From an optimization exercise on the open Yosys and OpenROAD flow, aimed at small area; shortcuts taken in it are not production practice.
Function was checked by simulation only, so behaviour that the tests miss may differ from the original.

==> job 1337 <==
// SystolicArray
module SystolicArray(
  input         clock,
  input  [15:0] io_inAct_0,
  input  [15:0] io_inAct_1,
  input  [15:0] io_inAct_2,
  input  [15:0] io_inAct_3,
  input  [15:0] io_inWeight_0,
  input  [15:0] io_inWeight_1,
  input  [15:0] io_inWeight_2,
  input  [15:0] io_inWeight_3,
  output [39:0] io_outSum_0,
  output [39:0] io_outSum_1,
  output [39:0] io_outSum_2,
  output [39:0] io_outSum_3,
  input         io_inwtValid
);
clock: 10.0 ns
lec_check: 0
cap_margin: 10
core_margin: 2
core_utilization: 60
cts_buf_list: sky130_fd_sc_hd__clkbuf_4 sky130_fd_sc_hd__clkbuf_8
cts_cluster_size: 24
place_density: 0.7
slew_margin: 10
synth_hierarchical: 1
synth_minimum_keep_size: 0
run.sh (not shown) runs the stock make flow with config.mk's settings and CLKGATE_MAP_FILE= SYNTH_SCRIPT=/design/flow/synth_recipe.tcl, a recipe that flattens the netlist after the stock synthesis.
==> inputs of job 6202, as changes to job 1337 <==
--- a/flow/config.mk
+++ b/flow/config.mk
@@ -7,9 +7,10 @@
 export LEC_CHECK = 0
-export CAP_MARGIN = 10
+export CAP_MARGIN = 20
 export CORE_MARGIN = 2
 export CORE_UTILIZATION = 60
-export CTS_BUF_LIST = sky130_fd_sc_hd__clkbuf_4 sky130_fd_sc_hd__clkbuf_8
-export CTS_CLUSTER_SIZE = 24
+export CTS_BUF_LIST = sky130_fd_sc_hd__clkbuf_16
+export CTS_CLUSTER_DIAMETER = 100
+export CTS_CLUSTER_SIZE = 30
 export PLACE_DENSITY = 0.7
-export SLEW_MARGIN = 10
+export SLEW_MARGIN = 20
 export SYNTH_HIERARCHICAL = 1
==> qor summary <==
metric	job 6202	job 1337
Run status	finished clean	finished clean
Gr usage total	0.327	0.331
Number of DRC markers in iteration 0	9835	10337
Routed wirelength normalized by instance count	26.0 um	25.8 um
Post-route fraction of the period consumed by the critical path	0.815	0.818
Slew Limit Headroom	0.244	0.157
Hold Path Origin	w_0_3[15]$_DFFE_PP_	w_0_0[14]$_DFFE_PP_
Fraction of final layout cells with drive strength greater than 1	0.108	0.126
Number of global-route vias before repair	92639	93489
Setup skew after layout	0.0811 ns	0.0818 ns
Clock buffer count in the final layout	63	268
Non-clock buffer share	0.0376	0.0370
Reg clk slew, reported paths	0.11 ns	0.06 ns

---

==> v9 <==
SystolicArray again, from the RTL that the note above started with.
==> flow/config.mk <==
export PLATFORM = sky130hd
export DESIGN_NAME = SystolicArray
export DESIGN_NICKNAME = SystolicArray
export VERILOG_FILES = /design/flow/design.v
export SDC_FILE = /design/flow/constraint.sdc
export NUM_CORES = 4
export LEC_CHECK = 0
export CAP_MARGIN = 20
export CORE_MARGIN = 2
export CORE_UTILIZATION = 60
export CTS_BUF_LIST = sky130_fd_sc_hd__clkbuf_16
export CTS_CLUSTER_DIAMETER = 100
export CTS_CLUSTER_SIZE = 30
export PLACE_DENSITY = 0.7
export SLEW_MARGIN = 20
export SYNTH_HIERARCHICAL = 1
export SYNTH_MINIMUM_KEEP_SIZE = 0
==> flow/constraint.sdc <==
create_clock -name core_clock -period 10.0 [get_ports {clock}]
set_input_delay 2.0000 -clock core_clock [delete_from_list [all_inputs] [get_ports {clock}]]
set_output_delay 2.0000 -clock core_clock [all_outputs]
set_load 0.01 [all_outputs]
standard.sh (not shown) runs the stock make flow with config.mk's settings and CLKGATE_MAP_FILE= SYNTH_SCRIPT=/design/flow/synth_recipe.tcl, a recipe that flattens the netlist after the stock synthesis.
==> flow/flow/run.sh <==
#!/bin/bash
set -euo pipefail
bash standard.sh "BUFFER_PORTS_ARGS=-buffer_cell sky130_fd_sc_hd__buf_1" finish > standard_make.log 2>&1
==> v15 (differences from v9) <==
==> flow/flow/run.sh (replaced) <==
#!/bin/bash
set -euo pipefail
CTS="-sink_clustering_enable -repair_clock_nets -sink_clustering_size 30 -sink_clustering_max_diameter 100"
CTS="$CTS -buf_list sky130_fd_sc_hd__clkbuf_16 -dont_use_dummy_load"
bash standard.sh "BUFFER_PORTS_ARGS=-buffer_cell sky130_fd_sc_hd__buf_1" "CTS_ARGS=$CTS" finish > standard_make.log 2>&1
==> flow_summary.ini <==
[worst_hold_path]
worstHoldStart = w_0_3[12]
whs_path_depth = 0

[detailed_routing]
firstDrtPassIters = 15
vias_per_cell = 6.48
met3_length_um = 42200

[status]
status = finished clean

[cells_and_area]
fin_util = 0.638
That was v9.
==> flow_summary.ini <==
[status]
status = finished clean

[worst_hold_path]
worstHoldStart = a_3_1[12]
whs_path_depth = 1

[cells_and_area]
fin_util = 0.634

[detailed_routing]
met3_length_um = 42000
firstDrtPassIters = 6
vias_per_cell = 6.50
That was v15.

==> what the ideal ports hide <==
The flow's constraints put no driver on any port. The routed layouts listed below were extracted and timed again, unchanged, in two steps. Step 1 (the two cells are an assumption about what drives the block):
set clk [get_ports {clock}]
set_driving_cell -lib_cell sky130_fd_sc_hd__clkbuf_16 $clk
set_driving_cell -lib_cell sky130_fd_sc_hd__buf_2 [delete_from_list [all_inputs] $clk]
Step 2 also shifts input and output timing later by t, the mid clock arrival at the registers, as if the neighbouring blocks saw the same clock. Slacks: no drivers / after step 1 / after step 2; pairs: no drivers / after step 1.
run | shift t [ns] | setup WS [ns] | hold WS [ns] | slew at the worst register clock pin (ns) | pins driven straight from the clock port
job 1337 | 1.043 | 1.824 / 1.824 / 1.637 | 0.538 / 0.538 / 0.538 | 0.08 / 0.08 | 1
job 6202 | 0.879 | 1.848 / 1.848 / 1.620 | 0.551 / 0.551 / 0.551 | 0.12 / 0.12 | 1
v9 | 0.871 | 1.850 / 1.850 / 1.850 | 0.558 / 0.558 / 0.558 | 0.12 / 0.12 | 1
v15 | 0.838 | 1.847 / 1.847 / 1.847 | 0.511 / 0.511 / 0.511 | 0.11 / 0.11 | 1
After both steps every run listed still meets setup and hold. The setup slack of job 6202, which loses most, moves by 0.000 ns with the drivers and by -0.228 ns with both steps.
